What follows belongs to an exercise in optimizing a design on an open flow for small area, a short achievable clock period and few clock cycles per item; a production flow would make more cautious choices.
The flow treats the clock pin as an ideal source, which a real chip does not have.
Power figures rest on the tool's default switching activity, not on a simulated workload.

## red
Design Convolution, start of the top module:
module Convolution(clk, rst_n, in_valid, weight_valid,
  In_IFM_1, In_IFM_2, In_IFM_3, In_IFM_4, In_IFM_5, In_IFM_6, In_IFM_7, In_IFM_8, In_IFM_9,
  In_Weight_1, In_Weight_2, In_Weight_3, In_Weight_4, In_Weight_5, In_Weight_6, In_Weight_7, In_Weight_8, In_Weight_9,
  out_valid, Out_OFM);
Size: ~1700 cells after synthesis, ~340 flip-flops, ~170 I/O pins, ~23000 sq um of cells after synthesis.
make LEC_CHECK=0 ABC_CLOCK_PERIOD_IN_PS=2000 CAP_MARGIN=20 CORE_MARGIN=2 CORE_UTILIZATION=60 PLACE_DENSITY=0.7 SETUP_SLACK_MARGIN=5 SLEW_MARGIN=20 SYNTH_HIERARCHICAL=1 finish   # period 8.0 ns
run.sh (not shown) runs the stock make flow with config.mk's settings and CLKGATE_MAP_FILE= SYNTH_SCRIPT=/design/flow/synth_recipe.tcl, a recipe that flattens the netlist after the stock synthesis.
red | status: complete | timing, DRC, antenna: pass
[inputs] blue vs red
# red
export LEC_CHECK = 0
export ABC_CLOCK_PERIOD_IN_PS = 2000
export CAP_MARGIN = 20
export CORE_MARGIN = 2
export CORE_UTILIZATION = 60
export PLACE_DENSITY = 0.7
export SETUP_SLACK_MARGIN = 5
export SLEW_MARGIN = 20
export SYNTH_HIERARCHICAL = 1
create_clock -name core_clock -period 8.0 [get_ports {clk}]
# blue
export LEC_CHECK = 0
export ABC_CLOCK_PERIOD_IN_PS = 2000
export CAP_MARGIN = 20
export CORE_MARGIN = 2
export CORE_UTILIZATION = 60
export PLACE_DENSITY = 0.7
export SLEW_MARGIN = 20
export SYNTH_HIERARCHICAL = 1
create_clock -name core_clock -period 8.0 [get_ports {clk}]
==> flow/flow/run.sh (new file) <==
#!/bin/bash
# Own flow: the standard ORFS flow (standard synthesis, same steps), with
#  - port buffers of a plain small buffer cell (every input and output port still gets one),
#  - a tighter setup-slack target for the resizer's timing repair.
# Each tool's full output goes to flow_*.log in this folder; ORFS's own per-step logs stay
# under orfs/logs/.
set -euo pipefail
MARGIN=$(cat flow/margin.txt 2>/dev/null || echo 5.4)
export BUFFER_PORTS_ARGS="-buffer_cell sky130_fd_sc_hd__buf_1"
bash standard.sh SETUP_SLACK_MARGIN=$MARGIN finish > flow_orfs.log 2>&1
==> flow/flow/margin.txt (new file) <==
5.2
==> flow/standard.sh (new file) <==
#!/bin/bash
# synth_recipe.tcl (not shown) runs the flow's synth.tcl, then flattens the netlist and writes it again
# the make line also repeats each setting of config.mk as NAME=value (left out here)
make -C /OpenROAD-flow-scripts/flow DESIGN_CONFIG=/design/flow/config.mk WORK_HOME=/design/flow/orfs CLKGATE_MAP_FILE= SYNTH_SCRIPT=/design/flow/synth_recipe.tcl "${@:-finish}"
removed: flow/run.sh
==> comparison <==
Measured against each other, blue and red differ in maximum fanout encountered on the critical timing path, the higher figure coming from red.
Shortest clock period the worst path allows after layout on blue is down relative to red.
Of blue and red, the lower global-route usage belongs to red.
On met3 demand-to-capacity share in global routing, the higher figure sits with blue, not red.
Compared with red, the router placed more vias in blue.
blue vs red: fmax up by a few percent
Looking only at area growth from synthesis to layout, and setting everything else aside, the higher value of blue and red goes to blue.
The clock buffer count in blue sits 4 below the value recorded for red.
Static leakage power of blue exceeds that of red slightly.
Total power ended up 0.57% higher on blue than on red.
No run of this note included a check of the RTL's function; only the layout flow was run.

---

## run A
Convolution, a different RTL version from the one above (not shown whole).
For scale: about 360 flip-flops.
// Convolution
module Convolution(clk, rst_n, in_valid, weight_valid,
  In_IFM_1, In_IFM_2, In_IFM_3, In_IFM_4, In_IFM_5, In_IFM_6, In_IFM_7, In_IFM_8, In_IFM_9,
  In_Weight_1, In_Weight_2, In_Weight_3, In_Weight_4, In_Weight_5, In_Weight_6, In_Weight_7, In_Weight_8, In_Weight_9,
  out_valid, Out_OFM);
clock: 8.0 ns
lec_check: 0
abc_clock_period_in_ps: 2000
cap_margin: 20
core_margin: 2
core_utilization: 60
place_density: 0.7
slew_margin: 20
synth_hierarchical: 1
standard.sh (not shown) runs the stock make flow with config.mk's settings and CLKGATE_MAP_FILE= SYNTH_SCRIPT=/design/flow/synth_recipe.tcl, a recipe that flattens the netlist after the stock synthesis.
==> flow/flow/run.sh <==
#!/bin/bash
# Own flow: the standard ORFS flow (standard synthesis, same steps), with
#  - port buffers of a plain small buffer cell (every input and output port still gets one),
#  - a tighter setup-slack target for the resizer's timing repair.
# Each tool's full output goes to flow_*.log in this folder; ORFS's own per-step logs stay
# under orfs/logs/.
set -euo pipefail
MARGIN=$(cat flow/margin.txt 2>/dev/null || echo 5.4)
export BUFFER_PORTS_ARGS="-buffer_cell sky130_fd_sc_hd__buf_1"
bash standard.sh SETUP_SLACK_MARGIN=$MARGIN finish > flow_orfs.log 2>&1
==> flow/flow/margin.txt <==
5.4
Modified inputs, run F compared to run A
- setting SETUP_SLACK_MARGIN to 5 for the first time
- setting CTS_BUF_LIST to sky130_fd_sc_hd__clkbuf_4 sky130_fd_sc_hd__clkbuf_8 for the first time
==> flow/run.sh (new file) <==
#!/bin/bash
# synth_recipe.tcl (not shown) runs the flow's synth.tcl, then flattens the netlist and writes it again
# the make line also repeats each setting of config.mk as NAME=value (left out here)
make -C /OpenROAD-flow-scripts/flow DESIGN_CONFIG=/design/flow/config.mk WORK_HOME=/design/flow/orfs CLKGATE_MAP_FILE= SYNTH_SCRIPT=/design/flow/synth_recipe.tcl finish
removed: flow/flow/run.sh
removed: flow/flow/margin.txt
removed: flow/standard.sh
==> comparison <==
- When run F is set beside run A, its clock buffer count from CTS turns out to be 20 larger.
- From run A to run F the numbers moved as follows: overall power dropped 13%, multi-input gate area in the final layout dropped about 7%, reg2reg setup slack dropped 0.13 ns.
- Run F: arrival time of data at the critical path endpoint 0.22 ns above run A
- Total cell area at the placement stage, run F and run A: higher on run F
- Diff run A -> run F | net count of the finished layout | down by a few percent
- Between run A and run F, total length of routed met3 wires decreased.
Function was not checked in any run of this note: the RTL went through the layout flow alone.

---

Another version of the RTL of Convolution (not shown whole).
For scale: roughly 1800 cells after synthesis, about 170 I/O pins, about 24000 um2 of cells after synthesis.
Design Convolution, start of the top module:
module Convolution(clk, rst_n, in_valid, weight_valid,
  In_IFM_1, In_IFM_2, In_IFM_3, In_IFM_4, In_IFM_5, In_IFM_6, In_IFM_7, In_IFM_8, In_IFM_9,
  In_Weight_1, In_Weight_2, In_Weight_3, In_Weight_4, In_Weight_5, In_Weight_6, In_Weight_7, In_Weight_8, In_Weight_9,
  out_valid, Out_OFM);
input clk, rst_n, in_valid, weight_valid;
input [7:0] In_IFM_1;
input [7:0] In_IFM_2;
input [7:0] In_IFM_3;
input [7:0] In_IFM_4;
input [7:0] In_IFM_5;
input [7:0] In_IFM_6;
input [7:0] In_IFM_7;
input [7:0] In_IFM_8;
input [7:0] In_IFM_9;
input [7:0] In_Weight_1;
input [7:0] In_Weight_2;
input [7:0] In_Weight_3;
input [7:0] In_Weight_4;
input [7:0] In_Weight_5;
input [7:0] In_Weight_6;
input [7:0] In_Weight_7;
input [7:0] In_Weight_8;
input [7:0] In_Weight_9;
output out_valid;
output [20:0] Out_OFM;
reg [7:0] x1, w1;
reg [7:0] x2, w2;
reg [7:0] x3, w3;
reg [7:0] x4, w4;
reg [7:0] x5, w5;
reg [7:0] x6, w6;
reg [7:0] x7, w7;
reg [7:0] x8, w8;
reg [7:0] x9, w9;
wire [7:0] wn1;
wsel #(.N(8)) u_wsel1(.s(weight_valid), .a(In_Weight_1), .b(w1), .y(wn1));
wire [7:0] wn2;
wsel #(.N(8)) u_wsel2(.s(weight_valid), .a(In_Weight_2), .b(w2), .y(wn2));
wire [7:0] wn3;
wsel #(.N(8)) u_wsel3(.s(weight_valid), .a(In_Weight_3), .b(w3), .y(wn3));
wire [7:0] wn4;
wsel #(.N(8)) u_wsel4(.s(weight_valid), .a(In_Weight_4), .b(w4), .y(wn4));
wire [7:0] wn5;
wsel #(.N(8)) u_wsel5(.s(weight_valid), .a(In_Weight_5), .b(w5), .y(wn5));
wire [7:0] wn6;
wsel #(.N(8)) u_wsel6(.s(weight_valid), .a(In_Weight_6), .b(w6), .y(wn6));
wire [7:0] wn7;
wsel #(.N(8)) u_wsel7(.s(weight_valid), .a(In_Weight_7), .b(w7), .y(wn7));
wire [7:0] wn8;
wsel #(.N(8)) u_wsel8(.s(weight_valid), .a(In_Weight_8), .b(w8), .y(wn8));
wire [7:0] wn9;
wsel #(.N(8)) u_wsel9(.s(weight_valid), .a(In_Weight_9), .b(w9), .y(wn9));
always @(posedge clk) begin
  x1 <= In_IFM_1;
  x2 <= In_IFM_2;
  x3 <= In_IFM_3;
  x4 <= In_IFM_4;
  x5 <= In_IFM_5;
  x6 <= In_IFM_6;
  x7 <= In_IFM_7;
  x8 <= In_IFM_8;
  x9 <= In_IFM_9;
  w1 <= wn1;
  w2 <= wn2;
  w3 <= wn3;
  w4 <= wn4;
  w5 <= wn5;
  w6 <= wn6;
  w7 <= wn7;
  w8 <= wn8;
  w9 <= wn9;
end
reg [3:0] vld;
always @(posedge clk or negedge rst_n)
  if (!rst_n) vld <= 4'd0;
  else vld <= {vld[2:0], in_valid};
assign out_valid = vld[3];
reg k1_879;
reg k1_880;
reg k1_881;
  ...
export LEC_CHECK = 0
export ABC_CLOCK_PERIOD_IN_PS = 2000
export CAP_MARGIN = 20
export CORE_MARGIN = 2
export CORE_UTILIZATION = 60
export PLACE_DENSITY = 0.7
export SLEW_MARGIN = 20
export SYNTH_HIERARCHICAL = 1
create_clock -name core_clock -period 8.0 [get_ports {clk}]
==> flow/flow/run.sh <==
#!/bin/bash
# Own flow: the standard ORFS flow (standard synthesis, same steps), with
#  - port buffers of a plain small buffer cell (every input and output port still gets one),
#  - a tighter setup-slack target for the resizer's timing repair.
# Each tool's full output goes to flow_*.log in this folder; ORFS's own per-step logs stay
# under orfs/logs/.
set -euo pipefail
MARGIN=$(cat flow/margin.txt 2>/dev/null || echo 5.4)
export BUFFER_PORTS_ARGS="-buffer_cell sky130_fd_sc_hd__buf_1"
bash standard.sh SETUP_SLACK_MARGIN=$MARGIN finish > flow_orfs.log 2>&1
==> flow/flow/margin.txt <==
5.5
The first run went through all stages and came out clean.
==> next run, changes <==
==> flow/flow/margin.txt (replaced) <==
5.2
Result: The new run finished with timing, DRC and antenna clean; count of clock-buffer cells in the layout fell by 9; synthesized area stays the same; die area is unchanged; total power fell by 10%; sequential power stays flat; core utilization fell by 9.4 points; wire length fell by 17%; final area fell by 13%; global-route usage fell by 1.8 points; flip-flop and latch count stays the same.
==> next run, changes <==
==> flow/flow/run.sh (replaced) <==
#!/bin/bash
# Own flow: the standard ORFS flow (standard synthesis, same steps and scripts), with
#  - port buffers of a plain small buffer cell (every input and output port still gets one),
#  - a tighter setup-slack target for the resizer's timing repair (flow/margin.txt),
#  - optionally (flow/post_cts.tcl) a step after clock-tree synthesis that sizes down cells
#    that are faster than needed, keeping the same setup-slack target.
# Each tool's full output goes to flow_orfs.log in this folder; ORFS's per-step logs stay
# under orfs/logs/.
set -euo pipefail
MARGIN=$(cat flow/margin.txt 2>/dev/null || echo 5.0)
export BUFFER_PORTS_ARGS="-buffer_cell sky130_fd_sc_hd__buf_1"
if [[ -f flow/post_cts.tcl ]]; then
  export POST_CTS_TCL=$PWD/flow/post_cts.tcl
fi
export OWN_MARGIN=$MARGIN
bash standard.sh SETUP_SLACK_MARGIN=$MARGIN finish > flow_orfs.log 2>&1
--- a/flow/config.mk
+++ b/flow/config.mk
@@ -11,0 +12,2 @@
+export CTS_CLUSTER_DIAMETER = 100
+export CTS_CLUSTER_SIZE = 30
Clock skew increases by 0.0065 ns.
Wire length falls by 2.1%.
Clock power goes down by 42%.
Sequential power barely changes.
Total power falls by 6.6%.
Setup slack gets worse by 0.036 ns.
Critical path depth does not change.
Synthesized cell count stays the same.
Synthesized area is unchanged.
Function was not checked in any run of this note: the RTL went through the layout flow alone.

==> what the ideal ports hide <==
The results above use ideal ports. As a check the final layouts listed here were re-extracted and re-timed, cells and wires unchanged.
Step 1 sets driving cells, clkbuf_16 on the clock port and buf_2 on the other inputs (assumed; they add their load-dependent delay and slew).
Step 2 times the ports against the registers' clock, not the clock port: input delays grow and output delays shrink by t, the midpoint of the rising clock arrivals with the driver on.
a / b / c = no drivers / after step 1 / after step 2; a / b = the first two.
| run | t, ns | setup slack, ns | worst setup path after step 2 | pins driven straight from the clock port |
|---|---|---|---|---|
| red | 0.608 | 5.082 / 5.082 / 4.923 | input to register | 1 |
| blue | 0.615 | 5.160 / 5.160 / 5.160 | register to register | 1 |
| run A | 0.610 | 5.210 / 5.210 / 5.046 | input to register | 1 |
| run F | 0.719 | 5.079 / 5.070 / 5.079 | register to register | 1 |
| the first run of note 3 | 0.615 | 5.208 / 5.208 / 4.925 | input to register | 1 |
| the second run of note 3 | 0.621 | 5.205 / 5.205 / 4.806 | input to register | 1 |
| the third run of note 3 | 0.589 | 5.169 / 5.169 / 4.805 | input to register | 1 |
After both steps every run listed still meets setup and hold. The setup slack of the second run of note 3, which loses most, moves by 0.000 ns with the drivers and by -0.399 ns with both steps.
